What follows belongs to an exercise in optimizing a design on an open flow for small area and a short achievable clock period; a production flow would make more cautious choices.
RTL that was checked went through simulation tests only; none was proved equivalent to the original.
No functional check of the RTL was part of runs 5 and 6.
No activity file was given, so power comes from the tool's default toggle rates.

==> run.sh <==
#!/bin/bash
# synth_recipe.tcl (not shown) runs the flow's synth.tcl, then flattens the netlist and writes it again
# the make line also repeats each setting of config.mk as NAME=value (left out here)
make -C /OpenROAD-flow-scripts/flow DESIGN_CONFIG=/design/flow/config.mk WORK_HOME=/design/flow/orfs CLKGATE_MAP_FILE= SYNTH_SCRIPT=/design/flow/synth_recipe.tcl finish
==> config.mk <==
export PLATFORM = sky130hd
export DESIGN_NAME = FIFO
export DESIGN_NICKNAME = FIFO
export VERILOG_FILES = /design/flow/design.v
export SDC_FILE = /design/flow/constraint.sdc
export NUM_CORES = 4
export LEC_CHECK = 0
export CAP_MARGIN = 20
export CORE_MARGIN = 2
export CORE_UTILIZATION = 40
export SLEW_MARGIN = 20
==> constraint.sdc <==
create_clock -name core_clock -period 5.0 [get_ports {clk}]
set_input_delay 1.0000 -clock core_clock [delete_from_list [all_inputs] [get_ports {clk}]]
set_output_delay 1.0000 -clock core_clock [all_outputs]
set_load 0.01 [all_outputs]
==> design.v <==
`timescale 1ns / 1ps
module FIFO(clk, rst, wr_en, rd_en, buf_in, buf_out, buf_empty, buf_full, fifo_counter);
input clk, rst, wr_en, rd_en;
input [7:0] buf_in;
output [7:0] buf_out;
output buf_empty, buf_full;
output [6:0] fifo_counter;
reg [7:0] buf_out;
reg buf_empty, buf_full;
reg [6:0] fifo_counter;
reg [5:0] rd_ptr, wr_ptr;
reg [7:0] buf_mem[63:0];
always@ (fifo_counter) begin
    buf_empty = (fifo_counter == 0);  
    buf_full = (fifo_counter == 64);  
end
always @(posedge clk or posedge rst) begin
    if( rst )  
        fifo_counter <= 0;
    else if((!buf_full && wr_en) && (!buf_empty && rd_en))  
        fifo_counter <= fifo_counter;
    else if (!buf_full && wr_en)  
        fifo_counter <= fifo_counter + 1;
    else if (!buf_empty && rd_en)  
        fifo_counter <= fifo_counter - 1;
    else  
        fifo_counter <= fifo_counter;
end
always @(posedge clk or posedge rst) begin
    if (rst)  
        buf_out <= 0;
    else begin
        if (rd_en && !buf_empty)
            buf_out <= buf_mem[rd_ptr];
        else  
            buf_out <= buf_out;
    end
end
always @(posedge clk) begin
    if (!buf_full && wr_en)
        buf_mem[wr_ptr] <= buf_in;
    else
        buf_mem[wr_ptr] <= buf_mem[wr_ptr];
end
always @(posedge clk or posedge rst) begin
    if(rst) begin
        wr_ptr <= 0;
        rd_ptr <= 0;
    end
    else begin
        if (!buf_full && wr_en)  
            wr_ptr <= wr_ptr + 1;
        else  
            wr_ptr <= wr_ptr;
        if (!buf_empty && rd_en)  
            rd_ptr <= rd_ptr + 1;
        else  
            rd_ptr <= rd_ptr;               
    end
end
endmodule
==> results.toml, run 1 <==
[run_status]
status = "finished clean"

[synthesis]
synth-simple-area-share = 0.0333
syn_nets = 1132
syn_inst = 1111
synth.most_common_cell = "edfxtp_1"
synth_adder_area_share = 0.00562
synthFlopType = "edfxtp_1"
ys_async_sr_fraction = 0.0501
synth_top_family_by_area = "multiplexers"
ys_warn_count = 1
ys_types = 55
ys_seq_area_frac = 0.751
synth.top_cell.area_share = 0.719
ys_seq_elements = 539
synth-compound-area-share = 0.0423
yosys.area.top_type = "edfxtp_1"
ys_top_cells_by_count = "512 x edfxtp_1, 87 x mux2i_1, 84 x nor2_1"
synth_mux_area_frac = 0.145
synth_edf_count = 512
avgSynthCellArea_um2 = 19.2
syn_area_mm2 = 0.0214
synth-xor-area-share = 0.00726
synthTopCellsByArea = "edfxtp_1 72%, mux4_2 8.7%, mux2i_1 4.1%, dfrtp_1 3.2%, mux2_2 1.7%"

[cells_and_area]
layout-drive-gt1-share = 0.191
final_nets = 1173
n_antenna_cell = 0
stdcell_area_mm2 = 0.0241
syn_to_final_growth_pct = 12.7
fillCellCount = 4386
fin_cells = 1883
final_util = 0.458

[worst_setup_path]
r2r_start = "fifo_counter[0]"
path_cells = "or4_4 > nor4_1 > clkdlybuf4s50_1"
reg2regPathDepth = 9
cp.depth = 3
crit_buf_inv = 1
slowest_stage = "clkdlybuf4s50_1"
required_ns = 4.00
cp-end-kind = "primary output"
endpoint = "buf_full"
cp-startpoint = "fifo_counter[0]"
max_stage_delay_ns = 0.65
r2r_end = "fifo_counter[5]"
arrival_ns = 2.71
rrSetupSlack_ns = 1.77
critical_path_class = "reg2out"
worst_path_dominant_cell_family = "simple AND/OR/NAND/NOR gates"
path_max_fanout = 5
crit_path_start_kind = "flop"

[floorplan]
rows = 84
floorplan.initialDensity = 0.406
coreArea_mm2 = 0.0527
die_h_um = 235
dieArea_mm2 = 0.0553
die_x_um = 235
io_pins = 29

[hold_path]
hold_class = "reg2reg"
min_from = "wr_ptr[2]"

[drt]
viasPerCell = 5.62
postRouteAntennaNets = 0
first_pass_iters = 5
vias = 10600
drt_wl_total_um = 49300
avgRoutedWirePerCell_um = 26.2
drc = 0
drtIter0Drc = 1077

[clocking]
cts_hold_buf = 0
cts-htree-levels = 2
cts_tree = "built"
cts_resized = 0
cts.path.max_buffers = 3
cts.clk_slew.worst_paths_ns = 0.06
clock-sinks = 539
postCtsSetupRepairBufs = 0
clock_latency_ns = 0.60
clock-root-buffer = "clkbuf_16"
numCtsBuffers = 54

[timing]
grt_setup_unrepaired = "no"
worst_slew_pin_slew_ns = 0.940
finalClockSkew_ns = 0.0199
slew_viol_final = 0
fin_ws_ns = 1.29
setup_viol = 0
fin_tns_setup_ns = 0
fmax_mhz = 270
fin_hold_ws_ns = 0.546
relSlewSlack = 0.373
period_share = 0.742
finalHoldViolCount = 0
period_minus_slack_ns = 3.71

[pwr]
pwr-share-seq = 0.431
vdd_drop_max_mv = 0.288
power.total_mw = 13.0
p_sw_frac = 0.304
p_comb_frac = 0.261
cellLeakagePower_nw = 7.74
clkPwrFrac = 0.308
p_int_mw = 9.06
powerDensity_mw_per_mm2 = 540
netSwitchingPower_mw = 3.95

[placement]
dpl_cell_area_mm2 = 0.0224
placed_cells = 1784
dpl_worst_slack_ns = 1.08
place.gp.congestion = 0.778
port_buffers = 28
hpwl_um = 29100

[global_route]
grt_pass1_vias = 11000
antenna_found_initial = 0
grt_max_degree = 65
grt_overflow = 0
grt_usage = 0.178
grt_pass1_wl_um = 72900

[run]
max_cap_violations = 0
final cells by class:
| class | instances | area, um2 | area share |
|---|---|---|---|
| clock buffer | 64 | 1410 | 0.0585 |
| clock inverter | 35 | 333 | 0.0138 |
| inverter | 11 | 41.3 | 0.00171 |
| multi-input combinational | 501 | 4990 | 0.207 |
| sequential | 539 | 16100 | 0.666 |
| tap | 688 | 861 | 0.0357 |
| timing repair buffer | 45 | 398 | 0.0165 |
logic make-up after synthesis:
logic type	Yosys count
flops	539
fa+ha+maj	9
simple gates	160
compound gates	114
mux	202
xor+xnor	16
buf+inv	71
placed cells by master, fill, tap and decap left out, drive strengths merged, types with 12 or more instances in the layout:
master	instances
buf	25
clkinv	21
o211ai	22
nand2	37
inv	12
clkbuf	64
mux2	32
mux2i	87
xnor2	14
edfxtp	512
nor2	84
clkdlybuf4s50	20
a211o	13
nand3	12
o22ai	15
mux4	83
dfrtp	27
power groups by stage:
stage	Combinational [mW]	Sequential, mW	Clock [mW]
final	3.39	5.61	4.01
after global placement	3.39	5.70	0
after floorplan	2.54	5.43	0
after CTS	3.42	5.62	4.07
after global routing	3.63	5.65	4.24
after detailed placement	3.41	5.71	0
worst reg2reg max path, stage by stage, from the launching register on:
cell	delay (ns)
dfrtp_1	0.45
or4_4	0.56
o41a_1	0.51
inv_1	0.28
ha_1	0.29
a21o_1	0.16
a21oi_1	0.21
o21bai_1	0.11
a2111o_1	0.42
o221a_1	0.12
how the worst min path moves through the flow:
stage                     slack (ns)        end  cells after the start
after floorplan                 0.48  wr_ptr[2]                      1
after global placement          0.52  wr_ptr[2]                      1
after detailed placement        0.53  wr_ptr[2]                      1
after CTS                       0.55  wr_ptr[2]                      1
after global routing            0.57  wr_ptr[2]                      1
final                           0.55  wr_ptr[2]                      1
layer usage:
layer | vias up | track usage | part of all wire
met5 | - | 0 | 0
met4 | 0 | 0.0635 | 0.032
met3 | 98 | 0.0324 | 0.054
met2 | 353 | 0.291 | 0.49
met1 | 5544 | 0.240 | 0.42
li1 | 4594 | - | -
registers in the layout, indices dropped and copies added, names as in the netlist:
| signal | cells |
|---|---|
| buf_out | 8 |
| wr_ptr | 6 |
| rd_ptr | 6 |
| fifo_counter | 7 |
| buf_mem | 512 |
==> run 2: changes to the inputs <==
==> design.v (replaced) <==
`timescale 1ns / 1ps
module FIFO(clk, rst, wr_en, rd_en, buf_in, buf_out, buf_empty, buf_full, fifo_counter);
input clk, rst, wr_en, rd_en;
input [7:0] buf_in;
output [7:0] buf_out;
output buf_empty, buf_full;
output [6:0] fifo_counter;
reg [7:0] buf_out;
reg buf_empty, buf_full;
reg [6:0] fifo_counter;
reg [7:0] mem [0:63];
wire do_wr = wr_en & ~buf_full;
wire do_rd = rd_en & ~buf_empty;
integer i;
always @(posedge clk) begin
    if (do_wr) begin
        mem[0] <= buf_in;
        for (i = 1; i < 64; i = i + 1)
            mem[i] <= mem[i-1];
    end
end
wire [7:0] rsel [0:63];
genvar g;
generate
    for (g = 0; g < 64; g = g + 1) begin : rs
        assign rsel[g] = mem[(g + 63) % 64];
    end
endgenerate
wire [7:0] rdata = rsel[fifo_counter[5:0]];
always @(posedge clk or posedge rst) begin
    if (rst)
        buf_out <= 8'd0;
    else if (do_rd)
        buf_out <= rdata;
end
wire inc = do_wr & ~do_rd;
wire dec = do_rd & ~do_wr;
always @(posedge clk or posedge rst) begin
    if (rst) begin
        fifo_counter <= 7'd0;
        buf_empty <= 1'b1;
        buf_full <= 1'b0;
    end else begin
        if (inc) begin
            fifo_counter <= fifo_counter + 7'd1;
            buf_empty <= 1'b0;
            buf_full <= (fifo_counter == 7'd63);
        end else if (dec) begin
            fifo_counter <= fifo_counter - 7'd1;
            buf_empty <= (fifo_counter == 7'd1);
            buf_full <= 1'b0;
        end
    end
end
endmodule
--- a/config.mk
+++ b/config.mk
@@ -7,5 +7,9 @@
 export LEC_CHECK = 0
+export ABC_CLOCK_PERIOD_IN_PS = 2000
 export CAP_MARGIN = 20
 export CORE_MARGIN = 2
-export CORE_UTILIZATION = 40
+export CORE_UTILIZATION = 60
+export CTS_BUF_LIST = sky130_fd_sc_hd__clkbuf_8 sky130_fd_sc_hd__clkbuf_16
+export CTS_CLUSTER_SIZE = 40
+export SETUP_SLACK_MARGIN = 3.0
 export SLEW_MARGIN = 20
==> run 2 against run 1 <==
Net effect: cell count grew 2.8%; still clean; utilization grew 34 points; combinational power increased by 51%; count of clock-buffer cells in the layout is 11 lower; largest power group unchanged; final area increased by 7.7%; sequential cell count down 10; via count rose by 40%; highest routed layer is now met5; synthesized cell count grew 5.3%; sequential power fell by 1%.
==> results.toml, run 2 <==
[timing]
worst_slew_pin_slew_ns = 1.08
period_minus_slack_ns = 3.06
period_share = 0.611
setup_viol = 0
relSlewSlack = 0.280
finalHoldViolCount = 0
slew_viol_final = 0
fmax_mhz = 327
grt_setup_unrepaired = "yes"
finalClockSkew_ns = 0.0339

[cells_and_area]
final_cell_mix = "512 x edfxtp_1, 171 x buf_4, 131 x a22oi_1, 53 x clkbuf_16, 49 x nand2_1"
final_util = 0.794
final_nets = 1469
largest_register = "mem"
largestRegisters = "mem: 512 flops, buf_out: 8 flops, fifo_counter: 7 flops"
fin_cells = 1935
syn_to_final_growth_pct = 29.4
largest_reg_flops = 512
layout-drive-gt1-share = 0.346
final_common_cell = "edfxtp_1"

[synthesis]
ys_async_sr_fraction = 0.0321
ys_seq_elements = 529
syn_area_mm2 = 0.0201
avgSynthCellArea_um2 = 17.2
synth.most_common_cell = "edfxtp_1"
synth.top_cell.area_share = 0.766
syn_nets = 1188
ys_warn_count = 2
synth_edf_count = 512
syn_inst = 1170
ys_seq_area_frac = 0.787
ys_types = 68
ys_top_cells_by_count = "512 x edfxtp_1, 158 x a22oi_1, 63 x nor2_1"
synthTopCellsByArea = "edfxtp_1 77%, a22oi_1 5.9%, dfrtp_1 2.0%, a32oi_1 1.9%, nor2_1 1.2%"
yosys.area.top_type = "edfxtp_1"
synthFlopType = "edfxtp_1"

[pwr]
cellLeakagePower_nw = 9.23
clkPwrFrac = 0.263
p_sw_frac = 0.344
vdd_drop_max_mv = 0.360
pwr-share-seq = 0.384
netSwitchingPower_mw = 4.97
powerDensity_mw_per_mm2 = 557
p_int_mw = 9.48
p_comb_frac = 0.353

[worst_setup_path]
slowest_stage = "or4b_4"
crit_path_start_kind = "flop"
arrival_ns = 3.53
r2r_start = "fifo_counter[2]"
required_ns = 5.47
path_cells = "buf_12 > buf_2 > buf_4 > nor2_2 > buf_6 > a32o_1 > nor4_2 > or4b_4 > nor4_4 > o221ai_1"
reg2regPathDepth = 10
critical_path_class = "reg2reg"
path_max_fanout = 8
r2r_end = "buf_out[6]"
rrSetupSlack_ns = 1.94
cp-end-kind = "flop"
max_stage_delay_ns = 0.52

[clocking]
cts-htree-levels = 2
clock_latency_ns = 0.61
numCtsBuffers = 51
clock-sinks = 529
cts_tree = "built"
cts_hold_buf = 0
cts.clk_slew.worst_paths_ns = 0.07
clock-root-buffer = "clkbuf_16"
cts.path.max_buffers = 3

[hold_path]
min_from = "mem[35][0]"
hold_depth = 0
hold_end = "mem[36][0]"
hold_class = "reg2reg"

[floorplan]
die_h_um = 187
coreArea_mm2 = 0.0327
die_x_um = 187
dieArea_mm2 = 0.0349
floorplan.initialDensity = 0.614
io_pins = 29
rows = 66

[global_route]
grt_max_degree = 56
grt_usage = 0.419
grt_pass1_vias = 13300
antenna_found_initial = 2
grt_overflow = 0
grt_pass1_wl_um = 101000

[placement]
placed_cells = 1629
place.gp.congestion = 0.948
hpwl_um = 41200
port_buffers = 28

[run]
max_cap_violations = 0

[drt]
drc = 0
drtIter0Drc = 3112
postRouteAntennaNets = 0
avgRoutedWirePerCell_um = 39.9
viasPerCell = 7.64
first_pass_iters = 10
vias = 14800
drt_wl_total_um = 77200

[run_status]
status = "finished clean"
run 2: stage by stage:
stage               hold slack (ns)   TNS, ns  total power [mW]  worst slack, ns  area (um2)
CTS                           0.439         0              13.5             2.30       25100
floorplan                     0.417  -2141.22              7.24            -5.14       20300
global placement              0.429         0              8.32             1.27       21200
finish                        0.419         0              14.5             1.94       26000
detailed placement            0.433         0              8.33             1.17       21200
global route                  0.449         0              14.6             1.91       26000
run 2: what timing repair did:
| item | 4_1_cts | 5_1_grt |
|---|---|---|
| pin swaps | 54 | 59 |
| resized for setup | 265 | 84 |
| endpoints found under the setup margin | 541 | 296 |
| cloned | 8 | 0 |
| buffers inserted | 139 | 64 |
run 2: power by group through the flow:
stage / clock network, mW / registers (mW) / logic [mW]
floorplan: 0 / 5.55 / 1.69
global placement: 0 / 5.67 / 2.65
detailed placement: 0 / 5.67 / 2.66
CTS: 3.78 / 5.52 / 4.19
global route: 3.97 / 5.55 / 5.06
finish: 3.80 / 5.54 / 5.11
run 2: final cells by class:
class                   count  area [um2]
flip-flops and latches    529       15800
fillers                  1759        6740
multi-input cells         580        5030
repair buffers            280        2900
clock buffers              53        1330
well taps                 442         553
clock inverters            39         279
inverters                   9        53.8
diodes                      3        7.51
run 2: worst max-delay path by stage:
| stage | start | endpoint | slack (ns) | cells past startpoint |
|---|---|---|---|---|
| global placement | fifo_counter[3] | buf_out[5] | 1.27 | 9 |
| CTS | fifo_counter[5] | buf_out[4] | 2.30 | 10 |
| detailed placement | fifo_counter[1] | buf_out[2] | 1.17 | 10 |
| global route | fifo_counter[0] | buf_out[3] | 1.91 | 10 |
| finish | fifo_counter[2] | buf_out[6] | 1.94 | 10 |
| floorplan | wr_en | fifo_counter[6] | -5.14 | 8 |
run 2: cells by family after synthesis:
logic type	count (synthesis)	synth area share
adder cells (fa/ha/maj)	6	0.00374
AO/OA/AOI/OAI	296	0.116
buffers and inverters	61	0.0148
flip-flops	529	0.787
XOR/XNOR	7	0.00305
AND/OR/NAND/NOR	255	0.0674
multiplexers	16	0.00810
run 2: routing by layer:
metal,vias up,GRT usage,wire length (um),share of wire
li1,5487,-,-,-
met1,7126,0.567,25200,0.33
met2,1664,0.559,31000,0.40
met3,506,0.177,14300,0.19
met4,4,0.264,6580,0.085
met5,-,0.0302,99,0.0013
run 2: worst max-delay path, delay by kind of cell, from the launching register on:
| family | cells | cell delay (ns) |
|---|---|---|
| AND/OR/NAND/NOR | 4 | 1.16 |
| AO/OA/AOI/OAI | 2 | 0.50 |
| flip-flops | 1 | 0.51 |
| buffers and inverters | 4 | 0.74 |
==> run 3: changes to the inputs <==
--- a/config.mk
+++ b/config.mk
@@ -11,4 +11,2 @@
 export CORE_UTILIZATION = 60
-export CTS_BUF_LIST = sky130_fd_sc_hd__clkbuf_8 sky130_fd_sc_hd__clkbuf_16
-export CTS_CLUSTER_SIZE = 40
 export SETUP_SLACK_MARGIN = 3.0
==> run 3 against run 2 <==
Net effect: first-iteration DRC count rose by 7.4%; synthesized cell count did not move; sequential share of layout area rose by 0.87 points; non-clock buffer count fell by 20; total power fell by 0.88%; sequential cell count did not move; combinational power fell by 2%; final area fell by 1.4%; clock power fell by 1%; cell count fell by 0.93%; worst setup slack improved by 0.14 ns; highest routed layer unchanged.
==> results.toml, run 3 <==
[placement]
place.gp.congestion = 0.948
dpl_cell_area_mm2 = 0.0212
port_buffers = 28
hpwl_um = 41200
dpl_worst_slack_ns = 1.17

[clocking]
numCtsBuffers = 51
clock-root-buffer = "clkbuf_16"
clock_latency_ns = 0.61
cts.path.max_buffers = 3
clock-sinks = 529
cts_tree = "built"
cts-htree-levels = 2
cts.clk_slew.worst_paths_ns = 0.07

[worst_setup_path]
endpoint = "buf_out[4]"
required_ns = 5.46
rrSetupSlack_ns = 2.08
reg2regPathDepth = 10
path_cells = "inv_4 > ha_4 > nand3_1 > nor2_2 > buf_4 > a22oi_1 > nand2_1 > or3_1 > nor4_4 > o221ai_2"
worst_path_dominant_cell_family = "simple AND/OR/NAND/NOR gates"
crit_path_start_kind = "flop"
cp-startpoint = "fifo_counter[1]"
crit_buf_inv = 2
cp-end-kind = "flop"
max_stage_delay_ns = 0.45
slowest_stage = "dfrtp_2"
arrival_ns = 3.38
r2r_end = "buf_out[4]"
critical_path_class = "reg2reg"
cp.depth = 10
r2r_start = "fifo_counter[1]"
path_max_fanout = 8

[global_route]
grt_overflow = 0
grt_usage = 0.416
antenna_found_initial = 2
grt_pass1_wl_um = 100000
grt_pass1_vias = 13300
grt_max_degree = 110

[timing]
setup_viol = 0
grt_setup_unrepaired = "yes"
finalHoldViolCount = 0
slew_viol_final = 0
period_share = 0.584
period_minus_slack_ns = 2.92
fmax_mhz = 342
fin_hold_ws_ns = 0.427
finalClockSkew_ns = 0.0289
worst_slew_pin_slew_ns = 1.00
fin_tns_setup_ns = 0
relSlewSlack = 0.332
fin_ws_ns = 2.08

[synthesis]
syn_nets = 1188
ys_types = 68
synthFlopType = "edfxtp_1"
synth_edf_count = 512
ys_async_sr_fraction = 0.0321
ys_warn_count = 2
yosys.area.top_type = "edfxtp_1"
avgSynthCellArea_um2 = 17.2
synth.most_common_cell = "edfxtp_1"
syn_inst = 1170
ys_seq_area_frac = 0.787
syn_area_mm2 = 0.0201
synthTopCellsByArea = "edfxtp_1 77%, a22oi_1 5.9%, dfrtp_1 2.0%, a32oi_1 1.9%, nor2_1 1.2%"
synth.top_cell.area_share = 0.766
ys_seq_elements = 529
ys_top_cells_by_count = "512 x edfxtp_1, 158 x a22oi_1, 63 x nor2_1"

[drt]
viasPerCell = 7.70
avgRoutedWirePerCell_um = 39.4
postRouteAntennaNets = 0
vias = 14800
drt_wl_total_um = 75500
first_pass_iters = 7
drtIter0Drc = 3342
drc = 0

[pwr]
pwr-share-seq = 0.387
powerDensity_mw_per_mm2 = 560
netSwitchingPower_mw = 4.87
vdd_drop_max_mv = 0.356
clkPwrFrac = 0.262
cellLeakagePower_nw = 9.03
power.total_mw = 14.3
p_sw_frac = 0.340
p_comb_frac = 0.351
p_int_mw = 9.46

[cells_and_area]
final_nets = 1449
largest_register = "mem"
layout-drive-gt1-share = 0.333
syn_to_final_growth_pct = 27.5
multiInputGateArea_mm2 = 0.00496
final_cell_mix = "512 x edfxtp_1, 161 x buf_4, 134 x a22oi_1, 54 x clkbuf_16, 48 x nand2_1"
final_common_cell = "edfxtp_1"
fillCellCount = 1819
largestRegisters = "mem: 512 flops, buf_out: 8 flops, fifo_counter: 7 flops"
stdcell_area_mm2 = 0.0256
largest_reg_flops = 512
ff_latch_area_mm2 = 0.0158

[hold_path]
hold_class = "reg2reg"

[floorplan]
rows = 66
dieArea_mm2 = 0.0349
io_pins = 29
die_x_um = 187
floorplan.initialDensity = 0.614
coreArea_mm2 = 0.0327
die_h_um = 187

[run]
max_cap_violations = 0

[run_status]
status = "finished clean"
-- run 3: power by group through the flow --
| stage | Combinational (mW) | Sequential [mW] | Clock [mW] |
|---|---|---|---|
| 5_1_grt | 4.98 | 5.55 | 3.93 |
| 3_5_place_dp | 2.66 | 5.67 | 0 |
| 3_3_place_gp | 2.65 | 5.67 | 0 |
| 6_report | 5.03 | 5.54 | 3.76 |
| 4_1_cts | 4.10 | 5.52 | 3.75 |
| 2_1_floorplan | 1.69 | 5.55 | 0 |
-- run 3: how the worst min path moves through the flow --
stage | from | endpoint | depth (start not counted)
6_report | mem[35][0] | mem[36][0] | 0
3_3_place_gp | mem[6][7] | mem[7][7] | 0
4_1_cts | mem[35][0] | mem[36][0] | 0
3_5_place_dp | mem[17][6] | mem[18][6] | 0
2_1_floorplan | mem[13][7] | mem[14][7] | 0
5_1_grt | mem[43][6] | mem[44][6] | 0
-- run 3: cell families (layout without fill, tap and decap cells) --
kind of cell	after synthesis	in the layout	share of synthesized area
adder cells (fa/ha/maj)	6	6	0.00374
XOR/XNOR	7	7	0.00305
flip-flops	529	529	0.787
multiplexers	16	16	0.00810
AO/OA/AOI/OAI	296	296	0.116
AND/OR/NAND/NOR	255	255	0.0674
buffers and inverters	61	362	0.0148
other	0	4	0
-- run 3: stage by stage --
stage                     utilization  instances
after global routing            0.783       1913
after global placement          0.648       1629
after floorplan                     -       1170
after CTS                       0.758       1860
after detailed placement        0.648       1629
final                           0.783       1917
-- run 3: metal layers --
layer / wire length (um) / track usage
met1: 25600 / 0.567
met5: 12 / 0.0220
met4: 6590 / 0.250
met3: 13000 / 0.178
met2: 30200 / 0.556
-- run 3: worst reg2reg max path: cells and delay by family (launching register included) --
kind	cells	cell delay, ns
compound gates	2	0.33
fa+ha+maj	1	0.22
buf+inv	2	0.31
flops	1	0.45
simple gates	5	1.47
-- run 3: layout make-up --
type	count	share of cell area
sequential	529	0.618
multi-input combinational	580	0.194
inverter	9	0.00210
timing repair buffer	260	0.102
clock inverter	28	0.00831
tap	442	0.0216
antenna	4	0.000391
clock buffer	65	0.0536
-- run 3: timing repair --
| item | in CTS | in global routing |
|---|---|---|
| endpoints found under the setup margin | 541 | 32 |
| hold buffers | 0 | 0 |
| pin swaps | 53 | 51 |
| hold endpoints to repair | 0 | 0 |
| gates cloned | 4 | 1 |
| gates resized for setup | 243 | 76 |
| buffers inserted | 134 | 52 |
==> run 4: changes to the inputs <==
--- a/config.mk
+++ b/config.mk
@@ -7,7 +7,5 @@
 export LEC_CHECK = 0
-export ABC_CLOCK_PERIOD_IN_PS = 2000
 export CAP_MARGIN = 20
 export CORE_MARGIN = 2
-export CORE_UTILIZATION = 60
-export SETUP_SLACK_MARGIN = 3.0
+export CORE_UTILIZATION = 40
 export SLEW_MARGIN = 20
==> run 4 against run 3 <==
Net effect: first-iteration DRC count decreased by 22%; largest cell class unchanged; maximum frequency fell by 21%; worst setup slack worse by 0.78 ns; still clean on timing, DRC and antenna; critical endpoint is now buf_out[2]; via count down 13%; largest power group unchanged; die area increased by 49%; synthesized cell count unchanged; count of clock-buffer cells in the layout did not move; sequential power increased by 1%.
==> results.toml, run 4 <==
[drt]
avgRoutedWirePerCell_um = 33.9
first_pass_iters = 6
drtIter0Drc = 2609
drt_wl_total_um = 66900
viasPerCell = 6.55
vias = 12900
drc = 0
postRouteAntennaNets = 0

[synthesis]
avgSynthCellArea_um2 = 17.2
syn_inst = 1170
ys_top_cells_by_count = "512 x edfxtp_1, 158 x a22oi_1, 63 x nor2_1"
synthFlopType = "edfxtp_1"
syn_area_mm2 = 0.0201
synth_adder_area_share = 0.00374
synth.top_cell.area_share = 0.766
synth_edf_count = 512
synth-simple-area-share = 0.0674
ys_async_sr_fraction = 0.0321
ys_seq_area_frac = 0.787
ys_types = 68
ys_seq_elements = 529
synth_top_family_by_area = "compound AO/OA/AOI/OAI gates"
ys_warn_count = 2
yosys.area.top_type = "edfxtp_1"
synth_mux_area_frac = 0.00810
synthTopCellsByArea = "edfxtp_1 77%, a22oi_1 5.9%, dfrtp_1 2.0%, a32oi_1 1.9%, nor2_1 1.2%"
syn_nets = 1188
synth-xor-area-share = 0.00305
synth-compound-area-share = 0.116
synth.most_common_cell = "edfxtp_1"

[timing]
fmax_mhz = 271
slew_viol_final = 0
fin_hold_ws_ns = 0.444
period_minus_slack_ns = 3.70
finalClockSkew_ns = 0.0132
fin_tns_setup_ns = 0
worst_slew_pin_slew_ns = 1.24
period_share = 0.739
relSlewSlack = 0.170
grt_setup_unrepaired = "no"
setup_viol = 0
finalHoldViolCount = 0

[worst_setup_path]
arrival_ns = 4.21
critical_path_class = "reg2reg"
cp-end-kind = "flop"
worst_path_dominant_cell_family = "simple AND/OR/NAND/NOR gates"
crit_buf_inv = 1
path_cells = "buf_4 > nor2b_1 > and3_1 > a22oi_1 > nand2_1 > nor3_1 > and4_1 > o221ai_1"
max_stage_delay_ns = 0.94
slowest_stage = "and3_1"
required_ns = 5.52
crit_path_start_kind = "flop"
path_max_fanout = 37

[floorplan]
dieArea_mm2 = 0.0520
coreArea_mm2 = 0.0499
rows = 82
die_x_um = 228
io_pins = 29
die_h_um = 228
floorplan.initialDensity = 0.403

[placement]
hpwl_um = 43100
place.gp.congestion = 0.943
dpl_cell_area_mm2 = 0.0214
port_buffers = 28

[clocking]
cts-htree-levels = 2
clock-sinks = 529
clock-root-buffer = "clkbuf_16"
clock_latency_ns = 0.60
numCtsBuffers = 54
postCtsSetupRepairBufs = 0
cts_tree = "built"
cts.clk_slew.worst_paths_ns = 0.07
cts_resized = 0
cts_hold_buf = 0
cts.path.max_buffers = 3

[cells_and_area]
syn_to_final_growth_pct = 16.0
layout-drive-gt1-share = 0.126
final_util = 0.467
final_common_cell = "edfxtp_1"
stdcell_area_mm2 = 0.0233
largestRegisters = "mem: 512 flops, buf_out: 8 flops, fifo_counter: 7 flops"
fillCellCount = 4277
final_nets = 1270
final_cell_mix = "512 x edfxtp_1, 158 x a22oi_1, 57 x clkbuf_16, 51 x nor2_1, 50 x nand2_1"
largest_reg_flops = 512
largest_register = "mem"

[pwr]
powerDensity_mw_per_mm2 = 538
vdd_drop_max_mv = 0.256
cellLeakagePower_nw = 7.84

[global_route]
grt_pass1_vias = 12000
antenna_found_initial = 0
grt_usage = 0.252
grt_overflow = 0
grt_pass1_wl_um = 92600
grt_max_degree = 158

[run_status]
status = "finished clean"

[hold_path]
hold_class = "reg2reg"

[run]
max_cap_violations = 0
==> run 4: cell types whose count changed in the layout (fill, tap and decap cells not counted), moves of 10 or more <==
cell and delta:
nor2_4 -33, buf_12 -24, nor4_1 +10, a22oi_2 -24
clkdlybuf4s50_1 +19, buf_6 -36, a22oi_1 +24, buf_4 -117
nor2_1 +32, buf_2 -11
==> run 4: path summary, 6_finish.rpt <==
path                                      start              end  slack (ns)  depth (start not counted)
worst min-delay path                 mem[18][1]       mem[19][1]        0.44                          0
max in group asynchronous                   rst  fifo_counter[3]        3.91                          3
worst max-delay path            fifo_counter[4]       buf_out[2]        1.30                          8
min in group asynchronous                   rst  fifo_counter[1]        0.64                          2
worst max register to register  fifo_counter[4]       buf_out[2]        1.30                          8
worst min register to register       mem[18][1]       mem[19][1]        0.44                          0
==> run 4: kinds of logic (layout without fill, tap and decap cells) <==
group	Yosys count	in the layout
buffers and inverters	61	188
adder cells (fa/ha/maj)	6	6
other	0	1
flip-flops	529	529
AND/OR/NAND/NOR	255	255
multiplexers	16	16
XOR/XNOR	7	7
AO/OA/AOI/OAI	296	296
==> run 4: cell type report <==
type / count / area, um2 / share of cell area
diodes: 1 / 2.50 / 0.000107
clock buffers: 65 / 1460 / 0.0626
clock inverters: 36 / 402 / 0.0173
inverters: 9 / 33.8 / 0.00145
multi-input cells: 580 / 4020 / 0.173
flip-flops and latches: 529 / 15800 / 0.679
well taps: 672 / 841 / 0.0361
repair buffers: 78 / 721 / 0.0310
==> run 4: where the power goes <==
group	switching (mW)	leakage [nW]	internal (mW)
clock network	1.75	0.892	2.50
registers	0.367	5.22	5.25
logic	1.82	1.74	0.857
total	3.93	7.84	8.60
==> run 4: metal layers <==
metal,wire (um),global-route usage,up-vias
met5,0,0,-
met4,4410,0.132,0
met3,9250,0.0818,275
met2,27900,0.359,1113
met1,25300,0.346,6453
li1,-,-,5065
==> run 4: worst reg2reg max path, cell delays in order, from the launching register on <==
cell and delay (ns):
dfrtp_1 0.64, buf_4 0.44, nor2b_1 0.82, and3_1 0.94, a22oi_1 0.23, nand2_1 0.11, nor3_1 0.05, and4_1 0.22
o221ai_1 0.18
==> run 4: metrics by stage <==
| stage | cells | worst slack, ns | power [mW] |
|---|---|---|---|
| after floorplan | 1170 | -5.14 | 7.07 |
| final | 1970 | 1.30 | 12.5 |
| after global routing | 1969 | 1.23 | 12.8 |
| after global placement | 1866 | 1.43 | 8.21 |
| after CTS | 1968 | 1.48 | 12.4 |
| after detailed placement | 1867 | 1.51 | 8.22 |
==> run 5: changes to the inputs <==
--- a/design.v
+++ b/design.v
@@ -11,8 +11,18 @@
 reg [7:0] mem [0:63];
+reg       pw;         
+reg [7:0] pd;         
+reg [5:0] ridx;       
+reg       hp;         
 wire do_wr = wr_en & ~buf_full;
 wire do_rd = rd_en & ~buf_empty;
+always @(posedge clk) begin
+    pw <= do_wr;
+    pd <= buf_in;
+    ridx <= fifo_counter[5:0] - 6'd1 - {5'd0, do_rd};
+    hp <= do_wr & (buf_empty | (fifo_counter == 7'd1 & do_rd));
+end
 integer i;
 always @(posedge clk) begin
-    if (do_wr) begin
-        mem[0] <= buf_in;
+    if (pw) begin
+        mem[0] <= pd;
         for (i = 1; i < 64; i = i + 1)
@@ -21,10 +31,3 @@
 end
-wire [7:0] rsel [0:63];
-genvar g;
-generate
-    for (g = 0; g < 64; g = g + 1) begin : rs
-        assign rsel[g] = mem[(g + 63) % 64];
-    end
-endgenerate
-wire [7:0] rdata = rsel[fifo_counter[5:0]];
+wire [7:0] rdata = hp ? pd : mem[ridx];
 always @(posedge clk or posedge rst) begin
--- a/config.mk
+++ b/config.mk
@@ -7,5 +7,7 @@
 export LEC_CHECK = 0
+export ABC_CLOCK_PERIOD_IN_PS = 2200
 export CAP_MARGIN = 20
 export CORE_MARGIN = 2
-export CORE_UTILIZATION = 40
+export CORE_UTILIZATION = 55
+export SETUP_SLACK_MARGIN = 2.8
 export SLEW_MARGIN = 20
==> run 5 against run 4 <==
Net effect: still clean on timing, DRC and antenna; clock power down 2%; critical path depth unchanged; worst hold slack worse by 0.011 ns; wire length up 5.9%; maximum frequency up 43%; largest cell class unchanged; largest power group unchanged.
==> results.toml, run 5 <==
[floorplan]
dieArea_mm2 = 0.0396
die_x_um = 199
die_h_um = 199
floorplan.initialDensity = 0.556
coreArea_mm2 = 0.0376
rows = 71
io_pins = 29

[global_route]
grt_max_degree = 146
grt_overflow = 0
grt_pass1_wl_um = 97700
antenna_found_initial = 1
grt_usage = 0.361
grt_pass1_vias = 13600

[worst_setup_path]
cp.depth = 8
worst_path_dominant_cell_family = "simple AND/OR/NAND/NOR gates"
critical_path_class = "reg2reg"
slowest_stage = "or4_4"
path_cells = "buf_4 > and4b_1 > buf_6 > nand3_1 > nand4_1 > or4_4 > or4_1 > o41a_1"
path_max_fanout = 5
max_stage_delay_ns = 0.50
arrival_ns = 3.06
cp-end-kind = "flop"
required_ns = 5.47
reg2regPathDepth = 8
crit_path_start_kind = "flop"
crit_buf_inv = 2

[synthesis]
synthFlopType = "edfxtp_1"
synth.most_common_cell = "edfxtp_1"
ys_top_cells_by_count = "512 x edfxtp_1, 75 x a22oi_1, 65 x a32oi_1"
avgSynthCellArea_um2 = 16.5
synth_edf_count = 512
syn_inst = 1270
syn_nets = 1288
yosys.area.top_type = "edfxtp_1"
syn_area_mm2 = 0.0209
ys_seq_elements = 545
synthTopCellsByArea = "edfxtp_1 74%, a32oi_1 2.7%, a22oi_1 2.7%, dfrtp_1 1.9%, dfxtp_1 1.5%"
synth.top_cell.area_share = 0.736
ys_warn_count = 2
ys_seq_area_frac = 0.772
ys_async_sr_fraction = 0.0312
ys_types = 69

[clocking]
cts_tree = "built"
cts.path.max_buffers = 3
clock_latency_ns = 0.61
cts_hold_buf = 0
clock-sinks = 545
cts.clk_slew.worst_paths_ns = 0.06
clock-root-buffer = "clkbuf_16"
numCtsBuffers = 54
cts-htree-levels = 2

[timing]
worst_slew_pin_slew_ns = 1.08
relSlewSlack = 0.274
fin_hold_ws_ns = 0.433
slew_viol_final = 0
period_minus_slack_ns = 2.59
grt_setup_unrepaired = "yes"
period_share = 0.517
fin_tns_setup_ns = 0
finalHoldViolCount = 0
fin_ws_ns = 2.41
setup_viol = 0
fmax_mhz = 387
finalClockSkew_ns = 0.0221

[cells_and_area]
ff_latch_area_mm2 = 0.0162
final_util = 0.675
stdcell_area_mm2 = 0.0254
final_cell_mix = "512 x edfxtp_1, 122 x buf_4, 71 x a22oi_1, 65 x a32oi_1, 60 x nand3_1"
multiInputGateArea_mm2 = 0.00492
final_common_cell = "edfxtp_1"
largestRegisters = "mem: 512 flops, buf_out: 8 flops, pd: 8 flops"
syn_to_final_growth_pct = 21.5
fillCellCount = 2610
final_nets = 1452
layout-drive-gt1-share = 0.264
largest_register = "mem"
fin_cells = 1990
largest_reg_flops = 512

[drt]
drc = 0
first_pass_iters = 6
vias = 14200
drt_wl_total_um = 70800
drtIter0Drc = 2164
postRouteAntennaNets = 0
avgRoutedWirePerCell_um = 35.6
viasPerCell = 7.12

[pwr]
powerDensity_mw_per_mm2 = 561
cellLeakagePower_nw = 8.89
p_sw_frac = 0.333
power.total_mw = 14.2
netSwitchingPower_mw = 4.74
p_int_mw = 9.50
pwr-share-seq = 0.403
vdd_drop_max_mv = 0.329
clkPwrFrac = 0.293
p_comb_frac = 0.304

[placement]
hpwl_um = 43300
port_buffers = 28
placed_cells = 1779
place.gp.congestion = 0.939
dpl_worst_slack_ns = 1.28
dpl_cell_area_mm2 = 0.0221

[run]
max_cap_violations = 0

[run_status]
status = "finished clean"

[hold_path]
hold_depth = 0
hold_class = "reg2reg"
-- run 5: path summary, 6_finish.rpt --
kind / start / endpoint / slack, ns
min in group asynchronous: rst / buf_out[4] / 0.84
worst max-delay path: ridx[0] / buf_out[5] / 2.41
worst max register to register: ridx[0] / buf_out[5] / 2.41
max in group asynchronous: rst / fifo_counter[0] / 3.62
worst min register to register: pd[0] / mem[0][0] / 0.43
worst min-delay path: pd[0] / mem[0][0] / 0.43
-- run 5: cells by family after synthesis --
kind of cell | count (synthesis) | synth area share
DFF | 545 | 0.772
AOI/OAI and AO/OA | 272 | 0.101
xor gates and xnor gates | 11 | 0.00461
adders and majority gates | 6 | 0.00359
and+or+nand+nor | 308 | 0.0829
muxes | 32 | 0.0167
buffers and inverters | 96 | 0.0195
-- run 5: cell type report --
cell class | count | area share
diodes | 1 | 0.0000986
clock buffers | 71 | 0.0594
clock inverters | 29 | 0.0121
inverters | 10 | 0.00182
multi-input cells | 630 | 0.194
flip-flops and latches | 545 | 0.636
well taps | 511 | 0.0252
repair buffers | 193 | 0.0711
-- run 5: timing repair --
action                                  in CTS  in global routing
resized for setup                          192                 46
endpoints found under the hold margin        0                  0
buffers inserted                            88                 20
gates cloned                                 1                  1
pin swaps                                   16                 17
endpoints found under the setup margin      40                 14
-- run 5: worst reg2reg max path, delay by kind of cell, from the launching register on --
kind | cells | cell delay (ns)
flip-flops | 1 | 0.38
AO/OA/AOI/OAI | 1 | 0.34
AND/OR/NAND/NOR | 5 | 1.41
buffers and inverters | 2 | 0.32
-- run 5: metal layers --
| metal | part of all wire | routed length, um | track usage |
|---|---|---|---|
| met1 | 0.36 | 25500 | 0.490 |
| met4 | 0.068 | 4800 | 0.194 |
| met2 | 0.43 | 30500 | 0.528 |
| met3 | 0.14 | 10000 | 0.107 |
| met5 | 0 | 0 | 0 |
-- run 5: power by group through the flow --
| stage | combinational, mW | sequential [mW] | clock (mW) |
|---|---|---|---|
| 6_report | 4.33 | 5.73 | 4.17 |
| 5_1_grt | 4.37 | 5.76 | 4.36 |
| 4_1_cts | 3.87 | 5.71 | 4.19 |
| 3_5_place_dp | 2.93 | 5.96 | 0 |
| 3_3_place_gp | 2.94 | 5.97 | 0 |
| 2_1_floorplan | 1.67 | 5.72 | 0 |
==> run 6: changes to the inputs <==
--- a/config.mk
+++ b/config.mk
@@ -7,7 +7,6 @@
 export LEC_CHECK = 0
-export ABC_CLOCK_PERIOD_IN_PS = 2200
 export CAP_MARGIN = 20
 export CORE_MARGIN = 2
-export CORE_UTILIZATION = 55
-export SETUP_SLACK_MARGIN = 2.8
+export CORE_UTILIZATION = 50
+export SETUP_SLACK_MARGIN = 2.4
 export SLEW_MARGIN = 20
==> run 6 against run 5 <==
Net effect: sequential share of layout area up 2.1 points; die area up 9.8%; total power down 3.6%; register-to-register slack worse by 0.07 ns; global-route usage down 4.0 points; cell count down 1.4%; first-iteration DRC count up 37%; wire length down 0.86%; maximum frequency down 2.5%; synthesized cell count unchanged; synthesized area unchanged; combinational power down 11%.
==> results.toml, run 6 <==
[clocking]
clock-sinks = 545
numCtsBuffers = 53
clock_latency_ns = 0.61
cts-htree-levels = 2
clock-root-buffer = "clkbuf_16"
cts_tree = "built"
cts.clk_slew.worst_paths_ns = 0.06
cts.path.max_buffers = 3

[synthesis]
ys_types = 69
yosys.area.top_type = "edfxtp_1"
ys_seq_area_frac = 0.772
ys_seq_elements = 545
synthTopCellsByArea = "edfxtp_1 74%, a32oi_1 2.7%, a22oi_1 2.7%, dfrtp_1 1.9%, dfxtp_1 1.5%"
synth.top_cell.area_share = 0.736
ys_top_cells_by_count = "512 x edfxtp_1, 75 x a22oi_1, 65 x a32oi_1"
syn_area_mm2 = 0.0209
synth.most_common_cell = "edfxtp_1"
avgSynthCellArea_um2 = 16.5
ys_async_sr_fraction = 0.0312
ys_warn_count = 2
syn_nets = 1288
synthFlopType = "edfxtp_1"
syn_inst = 1270
synth_edf_count = 512

[drt]
dr_wl_met3_um = 10700
drt_wl_total_um = 70200
route.met2.wl_um = 29000
viasPerCell = 7.15
postRouteAntennaNets = 0
first_pass_iters = 9
vias = 14000
wl_met1_um = 25600
top_layer = "met5"
avgRoutedWirePerCell_um = 35.8
drc = 0
drtIter0Drc = 2969

[timing]
slew_viol_final = 0
period_share = 0.531
finalHoldViolCount = 0
relSlewSlack = 0.200
period_minus_slack_ns = 2.65
fin_tns_setup_ns = 0
grt_setup_unrepaired = "yes"
fmax_mhz = 377
finalClockSkew_ns = 0.0133
worst_slew_pin_slew_ns = 1.20
setup_viol = 0
fin_hold_ws_ns = 0.444

[floorplan]
rows = 74
die_h_um = 208
coreArea_mm2 = 0.0410
dieArea_mm2 = 0.0434
floorplan.initialDensity = 0.509
die_x_um = 208
io_pins = 29

[pwr]
p_comb_frac = 0.281
vdd_drop_max_mv = 0.321
p_int_mw = 9.16
p_sw_frac = 0.332
clkPwrFrac = 0.296
netSwitchingPower_mw = 4.56
cellLeakagePower_nw = 8.52
pwr-share-seq = 0.423
powerDensity_mw_per_mm2 = 558

[cells_and_area]
final_common_cell = "edfxtp_1"
n_antenna_cell = 0
final_nets = 1406
final_cell_mix = "512 x edfxtp_1, 95 x buf_4, 75 x a22oi_1, 65 x a32oi_1, 64 x nand3_1"
largestRegisters = "mem: 512 flops, buf_out: 8 flops, pd: 8 flops"
largest_reg_flops = 512
largest_register = "mem"
final_util = 0.599
stdcell_area_mm2 = 0.0246
syn_to_final_growth_pct = 17.6
layout-drive-gt1-share = 0.191

[worst_setup_path]
cp-end-kind = "flop"
arrival_ns = 3.17
critical_path_class = "reg2reg"
crit_path_start_kind = "flop"
required_ns = 5.52
path_max_fanout = 8

[global_route]
grt_usage = 0.321
antenna_found_initial = 3
grt_overflow = 0
grt_pass1_wl_um = 98100
grt_pass1_vias = 13300
grt_max_degree = 181

[placement]
dpl_cell_area_mm2 = 0.0220
hpwl_um = 43600
place.gp.congestion = 0.989
port_buffers = 28

[run]
max_cap_violations = 0

[run_status]
status = "finished clean"

[hold_path]
hold_class = "reg2reg"
[run 6: cell count changes in the layout (fill, tap and decap cells not counted), sizes merged, moves of 2 or more]
cell | previous run | this run
buf | 181 | 118
clkdlybuf4s50 | 10 | 18
dlygate4sd2 | 1 | 8
clkinv | 20 | 18
clkinvlp | 4 | 2
dlymetal6s2s | 0 | 2
[run 6: layout make-up]
type | count | area, um2
Tap cell | 532 | 666
Inverter | 10 | 41.3
Clock inverter | 25 | 273
Sequential cell | 545 | 16200
Clock buffer | 73 | 1470
Timing Repair Buffer | 146 | 1370
Multi-Input combinational cell | 632 | 4600
Fill cell | 3052 | 16400
[run 6: metal layers]
layer | vias to the layer above | track usage
li1 | 5485 | -
met1 | 6897 | 0.444
met2 | 1298 | 0.451
met3 | 348 | 0.107
met4 | 6 | 0.171
met5 | - | 0
[run 6: what timing repair did]
item / 4_1_cts / 5_1_grt
cloned: 2 / 1
endpoints found under the setup margin: 27 / 12
gates resized for setup: 69 / 22
setup buffers: 40 / 29
pin swaps: 4 / 5
hold buffers: 0 / 0
[run 6: cells by family after synthesis]
family / synth area share
compound gates: 0.101
fa+ha+maj: 0.00359
xor+xnor: 0.00461
buf+inv: 0.0195
simple gates: 0.0829
mux: 0.0167
flops: 0.772
[run 6: worst max-delay path, stage by stage (launching register included)]
cell and delay [ns]:
dfxtp_4 0.41, buf_12 0.16, or4b_2 0.74, nor2_1 0.70, a22oi_1 0.20, nand3_1 0.11, nor3_1 0.06, a31oi_1 0.19
[run 6: worst paths after layout]
check / start / to / slack (ns) / depth (start not counted)
setup / recovery: ridx[0] / buf_out[4] / 2.35 / 7
hold / removal: mem[17][6] / mem[18][6] / 0.44 / 0
setup reg to reg: ridx[0] / buf_out[4] / 2.35 / 7
hold reg to reg: mem[17][6] / mem[18][6] / 0.44 / 0
max in group asynchronous: rst / buf_out[6] / 3.25 / 2
min in group asynchronous: rst / fifo_counter[6] / 0.98 / 2
[run 6: power by group through the flow]
stage | Combinational (mW) | Sequential [mW] | Clock (mW)
after detailed placement | 2.79 | 6.04 | 0
after global routing | 3.88 | 5.82 | 4.28
after CTS | 3.42 | 5.78 | 4.10
after floorplan | 1.64 | 5.71 | 0
final | 3.85 | 5.80 | 4.07
after global placement | 2.79 | 6.04 | 0
[run 6: per-stage QoR]
| step | std cells | setup WS [ns] | power, mW |
|---|---|---|---|
| floorplan | 1270 | 0.800 | 7.35 |
| global placement | 1793 | 1.31 | 8.82 |
| detailed placement | 1793 | 1.28 | 8.83 |
| CTS | 1933 | 2.39 | 13.3 |
| global route | 1963 | 2.38 | 14.0 |
| finish | 1963 | 2.35 | 13.7 |
==> run 7: changes to the inputs <==
--- a/design.v
+++ b/design.v
@@ -11,18 +11,10 @@
 reg [7:0] mem [0:63];
-reg       pw;         
-reg [7:0] pd;         
-reg [5:0] ridx;       
-reg       hp;         
 wire do_wr = wr_en & ~buf_full;
 wire do_rd = rd_en & ~buf_empty;
-always @(posedge clk) begin
-    pw <= do_wr;
-    pd <= buf_in;
-    ridx <= fifo_counter[5:0] - 6'd1 - {5'd0, do_rd};
-    hp <= do_wr & (buf_empty | (fifo_counter == 7'd1 & do_rd));
-end
+wire inc = do_wr & ~do_rd;
+wire dec = do_rd & ~do_wr;
 integer i;
 always @(posedge clk) begin
-    if (pw) begin
-        mem[0] <= pd;
+    if (do_wr) begin
+        mem[0] <= buf_in;
         for (i = 1; i < 64; i = i + 1)
@@ -31,3 +23,20 @@
 end
-wire [7:0] rdata = hp ? pd : mem[ridx];
+wire [7:0] sel_lo, sel_hi;
+fifo_dec3 u_dlo (.a(fifo_counter[2:0]), .y(sel_lo));
+fifo_dec3 u_dhi (.a(fifo_counter[5:3]), .y(sel_hi));
+wire [7:0] grp [0:7];
+genvar g;
+generate
+    for (g = 0; g < 8; g = g + 1) begin : gm
+        fifo_mux8 u_m (.sel(sel_lo),
+            .d0(mem[(g*8+0+63)%64]), .d1(mem[(g*8+1+63)%64]), .d2(mem[(g*8+2+63)%64]), .d3(mem[(g*8+3+63)%64]),
+            .d4(mem[(g*8+4+63)%64]), .d5(mem[(g*8+5+63)%64]), .d6(mem[(g*8+6+63)%64]), .d7(mem[(g*8+7+63)%64]),
+            .y(grp[g]));
+    end
+endgenerate
+wire [7:0] rdata;
+fifo_mux8 u_mt (.sel(sel_hi),
+    .d0(grp[0]), .d1(grp[1]), .d2(grp[2]), .d3(grp[3]),
+    .d4(grp[4]), .d5(grp[5]), .d6(grp[6]), .d7(grp[7]),
+    .y(rdata));
 always @(posedge clk or posedge rst) begin
@@ -38,4 +47,2 @@
 end
-wire inc = do_wr & ~do_rd;
-wire dec = do_rd & ~do_wr;
 always @(posedge clk or posedge rst) begin
@@ -58 +65,13 @@
 endmodule
+module fifo_dec3(a, y);
+input [2:0] a;
+output [7:0] y;
+assign y = 8'd1 << a;
+endmodule
+module fifo_mux8(sel, d0, d1, d2, d3, d4, d5, d6, d7, y);
+input [7:0] sel;
+input [7:0] d0, d1, d2, d3, d4, d5, d6, d7;
+output [7:0] y;
+assign y = ({8{sel[0]}} & d0) | ({8{sel[1]}} & d1) | ({8{sel[2]}} & d2) | ({8{sel[3]}} & d3)
+         | ({8{sel[4]}} & d4) | ({8{sel[5]}} & d5) | ({8{sel[6]}} & d6) | ({8{sel[7]}} & d7);
+endmodule
--- a/config.mk
+++ b/config.mk
@@ -9,4 +9,9 @@
 export CORE_MARGIN = 2
-export CORE_UTILIZATION = 50
-export SETUP_SLACK_MARGIN = 2.4
+export CORE_UTILIZATION = 55
+export CTS_BUF_LIST = sky130_fd_sc_hd__clkbuf_8
+export CTS_CLUSTER_DIAMETER = 80
+export CTS_CLUSTER_SIZE = 18
+export SETUP_SLACK_MARGIN = 2.8
 export SLEW_MARGIN = 20
+export SYNTH_HIERARCHICAL = 1
+export SYNTH_MINIMUM_KEEP_SIZE = 0
==> run 7 against run 6 <==
Net effect: clock power shrank about 50%; via count decreased by 25%; sequential power decreased by 6.0%; worst setup slack improved by 0.28 ns; cell count is 19% lower; critical endpoint is now fifo_counter[2]; worst hold slack better by 0.0037 ns; count of clock-buffer cells in the layout fell by 36; total power decreased by 18%; largest power group unchanged; critical path depth is 5 lower.
==> results.toml, run 7 <==
[worst_setup_path]
path_cells = "buf_6 > buf_6"
arrival_ns = 1.38
critical_path_class = "reg2out"
crit_path_start_kind = "flop"
slowest_stage = "dfrtp_4"
cp-end-kind = "primary output"
path_max_fanout = 4
required_ns = 4.00
max_stage_delay_ns = 0.53
crit_top_cell = "buf_6"

[synthesis]
ys_top_cells_by_count = "512 x edfxtp_1, 261 x a22oi_1, 74 x nand4_1"
ys_seq_area_frac = 0.800
yosys.area.top_type = "edfxtp_1"
syn_inst = 1029
synth.top_cell.area_share = 0.779
syn_nets = 1045
ys_seq_elements = 529
synthTopCellsByArea = "edfxtp_1 78%, a22oi_1 9.9%, buf_6 2.6%, nand4_1 2.3%, dfrtp_1 2.0%"
synth.most_common_cell = "edfxtp_1"
synth_edf_count = 512
syn_area_mm2 = 0.0197
synthFlopType = "edfxtp_1"
avgSynthCellArea_um2 = 19.2
ys_warn_count = 9
ys_types = 33
ys_async_sr_fraction = 0.0321

[drt]
drt_wl_total_um = 46800
drc = 0
first_pass_iters = 5
vias = 10500
avgRoutedWirePerCell_um = 29.3
postRouteAntennaNets = 0
viasPerCell = 6.58
drtIter0Drc = 1295

[pwr]
powerDensity_mw_per_mm2 = 507
power.total_mw = 11.3
cellLeakagePower_nw = 7.29
vdd_drop_max_mv = 0.334

[clocking]
cts_tree = "built"
cts.path.max_buffers = 3
cts-htree-levels = 2
numCtsBuffers = 35
clock-root-buffer = "clkbuf_8"
clock_latency_ns = 0.59
clock-sinks = 529
cts.clk_slew.worst_paths_ns = 0.11

[floorplan]
coreArea_mm2 = 0.0355
rows = 69
dieArea_mm2 = 0.0374
die_h_um = 193
floorplan.initialDensity = 0.556
die_x_um = 193
io_pins = 29

[placement]
dpl_cell_area_mm2 = 0.0202
placed_cells = 1468
port_buffers = 28
place.gp.congestion = 0.716
hpwl_um = 21100

[cells_and_area]
stdcell_area_mm2 = 0.0222
final_util = 0.627
final_nets = 1127
final_cell_mix = "512 x edfxtp_1, 206 x a22oi_1, 82 x a22oi_2, 74 x nand4_1, 39 x buf_4"
largest_reg_flops = 512
fin_cells = 1596
multiInputGateArea_mm2 = 0.00368
fillCellCount = 2463
largestRegisters = "mem: 512 flops, buf_out: 8 flops, fifo_counter: 7 flops"
ff_latch_area_mm2 = 0.0158
n_antenna_cell = 0
syn_to_final_growth_pct = 12.7
layout-drive-gt1-share = 0.237
final_common_cell = "edfxtp_1"
largest_register = "mem"

[run_status]
status = "finished clean"

[timing]
finalHoldViolCount = 0
relSlewSlack = 0.197
finalClockSkew_ns = 0.0256
setup_viol = 0
period_share = 0.475
grt_setup_unrepaired = "yes"
slew_viol_final = 0
period_minus_slack_ns = 2.38
worst_slew_pin_slew_ns = 1.20
fmax_mhz = 421
fin_hold_ws_ns = 0.447

[hold_path]
hold_class = "reg2reg"

[global_route]
grt_usage = 0.244
grt_pass1_wl_um = 67900
grt_pass1_vias = 10300
grt_overflow = 0
grt_max_degree = 76
antenna_found_initial = 0

[run]
max_cap_violations = 0
## run 7: layer usage
metal  track usage  routed length [um]  share of wire
met3        0.0413                3450          0.074
met4        0.0710                1300          0.028
met2         0.370               21000           0.45
met1         0.369               21000           0.45
met5             0                   0              0
## run 7: worst max-delay path, delay by kind of cell, from the launching register on
family | cells | cell delay, ns
flops | 1 | 0.53
buf+inv | 2 | 0.26
## run 7: final timing paths
check                                  endpoint  cells past startpoint  slack (ns)       startpoint
worst min-delay path                  mem[3][3]                      0        0.45        mem[2][3]
worst max-delay path            fifo_counter[2]                      2        2.62  fifo_counter[2]
worst min register to register        mem[3][3]                      0        0.45        mem[2][3]
min in group asynchronous              buf_full                      2        0.93              rst
max in group asynchronous       fifo_counter[2]                      2        3.37              rst
worst max register to register       buf_out[6]                      9        2.68  fifo_counter[1]
## run 7: Yosys stat by module, one instance, submodules excluded
module / copies in the design / area [um2] / flip-flops and latches / cells inside
FIFO: 1 / 16200 / 529 / 581
fifo_dec3: 2 / 65.1 / 0 / 8
fifo_mux8: 9 / 379 / 0 / 48
## run 7: power by group
part | internal (mW) | switching, mW | total [mW]
registers | 5.23 | 0.226 | 5.45
logic | 1.58 | 2.21 | 3.80
clock network | 0.700 | 1.33 | 2.03
total | 7.51 | 3.77 | 11.3
## run 7: cell families after synthesis
kind of cell,after synthesis,share of synthesized area
AO/OA/AOI/OAI,294,0.118
AND/OR/NAND/NOR,107,0.0357
multiplexers,9,0.00507
flip-flops,529,0.800
buffers and inverters,79,0.0351
adder cells (fa/ha/maj),4,0.00254
XOR/XNOR,7,0.00311
## run 7: final cells by class
| type | instances | area share |
|---|---|---|
| sequential | 529 | 0.711 |
| multi-input combinational | 424 | 0.165 |
| timing repair buffer | 117 | 0.0690 |
| tap | 461 | 0.0259 |
| clock buffer | 37 | 0.0229 |
| clock inverter | 24 | 0.00461 |
| inverter | 4 | 0.000675 |
## run 7: timing repair
action,4_1_cts,5_1_grt
setup buffers,46,3
hold buffers,0,0
cloned,11,7
gates resized for setup,175,54
endpoints found under the setup margin,372,333
pin swaps,40,35
## run 7: through the flow
step	worst slack, ns	TNS (ns)
floorplan	-5.29	-2141.84
global placement	1.54	0
detailed placement	1.51	0
CTS	2.66	0
global route	2.57	0
finish	2.62	0
==> run 8: changes to the inputs <==
--- a/config.mk
+++ b/config.mk
@@ -10,5 +10,2 @@
 export CORE_UTILIZATION = 55
-export CTS_BUF_LIST = sky130_fd_sc_hd__clkbuf_8
-export CTS_CLUSTER_DIAMETER = 80
-export CTS_CLUSTER_SIZE = 18
 export SETUP_SLACK_MARGIN = 2.8
==> run 8 against run 7 <==
Net effect: sequential power about the same; largest cell class unchanged; first-iteration DRC count decreased by 14%; clock power increased by 84%; total power increased by 13%; wire length decreased by 2.4%; critical path depth increased by 7; die area unchanged; global-route usage about the same; register-to-register slack improved by 0.03 ns; synthesized area unchanged; highest routed layer unchanged; synthesized cell count unchanged; sequential share of layout area decreased by 2.3 points.
==> results.toml, run 8 <==
[run_status]
status = "finished clean"

[cells_and_area]
layout-drive-gt1-share = 0.244
largest_register = "mem"
final_util = 0.647
stdcell_area_mm2 = 0.0230
syn_to_final_growth_pct = 16.3
n_antenna_cell = 0
fillCellCount = 2390
final_common_cell = "edfxtp_1"
final_nets = 1136
multiInputGateArea_mm2 = 0.00366
largest_reg_flops = 512
largestRegisters = "mem: 512 flops, buf_out: 8 flops, fifo_counter: 7 flops"
final_cell_mix = "512 x edfxtp_1, 213 x a22oi_1, 75 x a22oi_2, 74 x nand4_1, 57 x clkbuf_16"
ff_latch_area_mm2 = 0.0158

[global_route]
grt_max_degree = 76
grt_usage = 0.244
grt_pass1_vias = 10700
antenna_found_initial = 0
grt_overflow = 0
grt_pass1_wl_um = 68500

[synthesis]
synth_mux_area_frac = 0.00507
yosys.area.top_type = "edfxtp_1"
synth_top_family_by_area = "compound AO/OA/AOI/OAI gates"
synth-simple-area-share = 0.0357
avgSynthCellArea_um2 = 19.2
syn_area_mm2 = 0.0197
ys_types = 33
ys_warn_count = 9
ys_top_cells_by_count = "512 x edfxtp_1, 261 x a22oi_1, 74 x nand4_1"
synth.top_cell.area_share = 0.779
synth.most_common_cell = "edfxtp_1"
synth-compound-area-share = 0.118
synth_adder_area_share = 0.00254
ys_seq_area_frac = 0.800
syn_nets = 1045
ys_seq_elements = 529
synthTopCellsByArea = "edfxtp_1 78%, a22oi_1 9.9%, buf_6 2.6%, nand4_1 2.3%, dfrtp_1 2.0%"
synthFlopType = "edfxtp_1"
synth_edf_count = 512
syn_inst = 1029
synth-xor-area-share = 0.00311
ys_async_sr_fraction = 0.0321

[drt]
drc = 0
first_pass_iters = 5
postRouteAntennaNets = 0
vias = 10700
viasPerCell = 6.58
avgRoutedWirePerCell_um = 28.2
drt_wl_total_um = 45700
drtIter0Drc = 1117

[placement]
place.gp.congestion = 0.716
port_buffers = 28
dpl_worst_slack_ns = 1.51
hpwl_um = 21100
dpl_cell_area_mm2 = 0.0202

[floorplan]
coreArea_mm2 = 0.0355
rows = 69
die_x_um = 193
dieArea_mm2 = 0.0374
io_pins = 29
die_h_um = 193
floorplan.initialDensity = 0.556

[worst_setup_path]
cp-startpoint = "fifo_counter[2]"
slowest_stage = "dfrtp_4"
path_cells = "buf_6 > and3b_4 > buf_12 > buf_16 > a22oi_2 > nand4_1 > a22oi_2 > nand4_1 > mux2_4"
cp-end-kind = "flop"
path_max_fanout = 7
crit_path_start_kind = "flop"
required_ns = 5.46
crit_buf_inv = 3
critical_path_class = "reg2reg"
max_stage_delay_ns = 0.53
r2r_start = "fifo_counter[2]"
arrival_ns = 2.75
worst_path_dominant_cell_family = "simple AND/OR/NAND/NOR gates"

[timing]
finalHoldViolCount = 0
finalClockSkew_ns = 0.0168
relSlewSlack = 0.230
period_minus_slack_ns = 2.29
fin_tns_setup_ns = 0
fin_ws_ns = 2.71
worst_slew_pin_slew_ns = 1.15
period_share = 0.458
grt_setup_unrepaired = "yes"
slew_viol_final = 0
setup_viol = 0
fmax_mhz = 437

[clocking]
cts-htree-levels = 2
numCtsBuffers = 53
cts.clk_slew.worst_paths_ns = 0.06
clock-sinks = 529
clock_latency_ns = 0.58
clock-root-buffer = "clkbuf_16"
cts_tree = "built"
cts.path.max_buffers = 3

[pwr]
powerDensity_mw_per_mm2 = 557
power.total_mw = 12.8
cellLeakagePower_nw = 7.59
vdd_drop_max_mv = 0.400

[hold_path]
hold_class = "reg2reg"
min_from = "mem[31][1]"

[run]
max_cap_violations = 0
## run 8: cell counts after synthesis
No cell type changed its count.
## run 8: modules after synthesis, one instance, submodules excluded
module	times used	cells
FIFO	1	581
fifo_mux8	9	48
fifo_dec3	2	8
## run 8: final cells by class
class | instances | share of cell area
sequential | 529 | 0.689
multi-input combinational | 424 | 0.159
clock buffer | 82 | 0.0661
timing repair buffer | 108 | 0.0562
tap | 461 | 0.0251
clock inverter | 12 | 0.00387
inverter | 4 | 0.000654
## run 8: power by group
group / leakage [nW] / total, mW / switching [mW] / internal, mW
sequential: 5.21 / 5.46 / 0.221 / 5.24
combinational: 1.59 / 3.60 / 2.12 / 1.48
clock: 0.785 / 3.73 / 1.60 / 2.13
## run 8: final timing paths
check | to | slack (ns) | depth (start not counted)
max | buf_out[6] | 2.71 | 9
max reg2reg | buf_out[6] | 2.71 | 9
max in group asynchronous | fifo_counter[2] | 3.31 | 2
min reg2reg | mem[32][1] | 0.44 | 0
min in group asynchronous | buf_out[5] | 0.96 | 2
min | mem[32][1] | 0.44 | 0
## run 8: logic make-up (layout without fill, tap and decap cells)
kind of cell    after synthesis  count (layout)
xor+xnor                      7               7
buf+inv                      79             206
flops                       529             529
compound gates              294             294
mux                           9               9
simple gates                107             110
fa+ha+maj                     4               4
## run 8: per-layer routing
| layer | vias to the layer above | GRT usage | wire length (um) |
|---|---|---|---|
| met4 | 0 | 0.0718 | 1100 |
| met5 | - | 0 | 0 |
| met2 | 441 | 0.360 | 20800 |
| met3 | 75 | 0.0479 | 3180 |
| met1 | 5576 | 0.373 | 20600 |
| li1 | 4568 | - | - |
## run 8: per-stage QoR
| step | hold slack (ns) | std cells |
|---|---|---|
| 2_1_floorplan | 0.427 | 1029 |
| 3_3_place_gp | 0.430 | 1468 |
| 3_5_place_dp | 0.434 | 1468 |
| 4_1_cts | 0.444 | 1617 |
| 5_1_grt | 0.454 | 1620 |
| 6_report | 0.444 | 1620 |
## run 8: timing repair
action | 4_1_cts | 5_1_grt
pin swaps | 44 | 55
cloned | 10 | 2
setup endpoints to repair | 389 | 293
resized for setup | 171 | 36
hold buffers | 0 | 0
buffers inserted | 45 | 1
hold endpoints to repair | 0 | 0

afterwards: timing with drivers on the ports:
No port has a modelled driver above. Below, the same layouts with a new extraction and two added sets of constraints.
Step 1, drivers: a clkbuf_16 drives clk and a buf_2 each remaining input, both assumed.
Step 2 adds t to the input delays and takes it off the output delays; t is the mean of the earliest and latest rising clock arrival at the registers after step 1. Input paths then give back, and output paths get back, about the clock's delay inside the block.
a / b / c = ideal / step 1 / step 2; a / b = the first two.
| run | t (ns) | setup WS [ns] | worst data-port slew with drivers (ns) |
|---|---|---|---|
| run 1 | 0.648 | 1.289 / 1.234 / 1.118 | 0.03 |
| run 2 | 0.655 | 1.943 / 1.943 / 1.943 | 0.03 |
| run 3 | 0.653 | 2.079 / 2.079 / 2.079 | 0.03 |
| run 4 | 0.661 | 1.304 / 1.304 / 1.304 | 0.04 |
| run 5 | 0.658 | 2.413 / 2.413 / 2.058 | 0.04 |
| run 6 | 0.667 | 2.346 / 2.346 / 1.914 | 0.04 |
| run 7 | 0.629 | 2.623 / 2.573 / 2.314 | 0.06 |
| run 8 | 0.627 | 2.710 / 2.669 / 2.301 | 0.06 |
After both steps setup and hold are still met in every run listed. The setup slack of run 6, which loses most, moves by 0.000 ns with the drivers and by -0.432 ns with both steps.
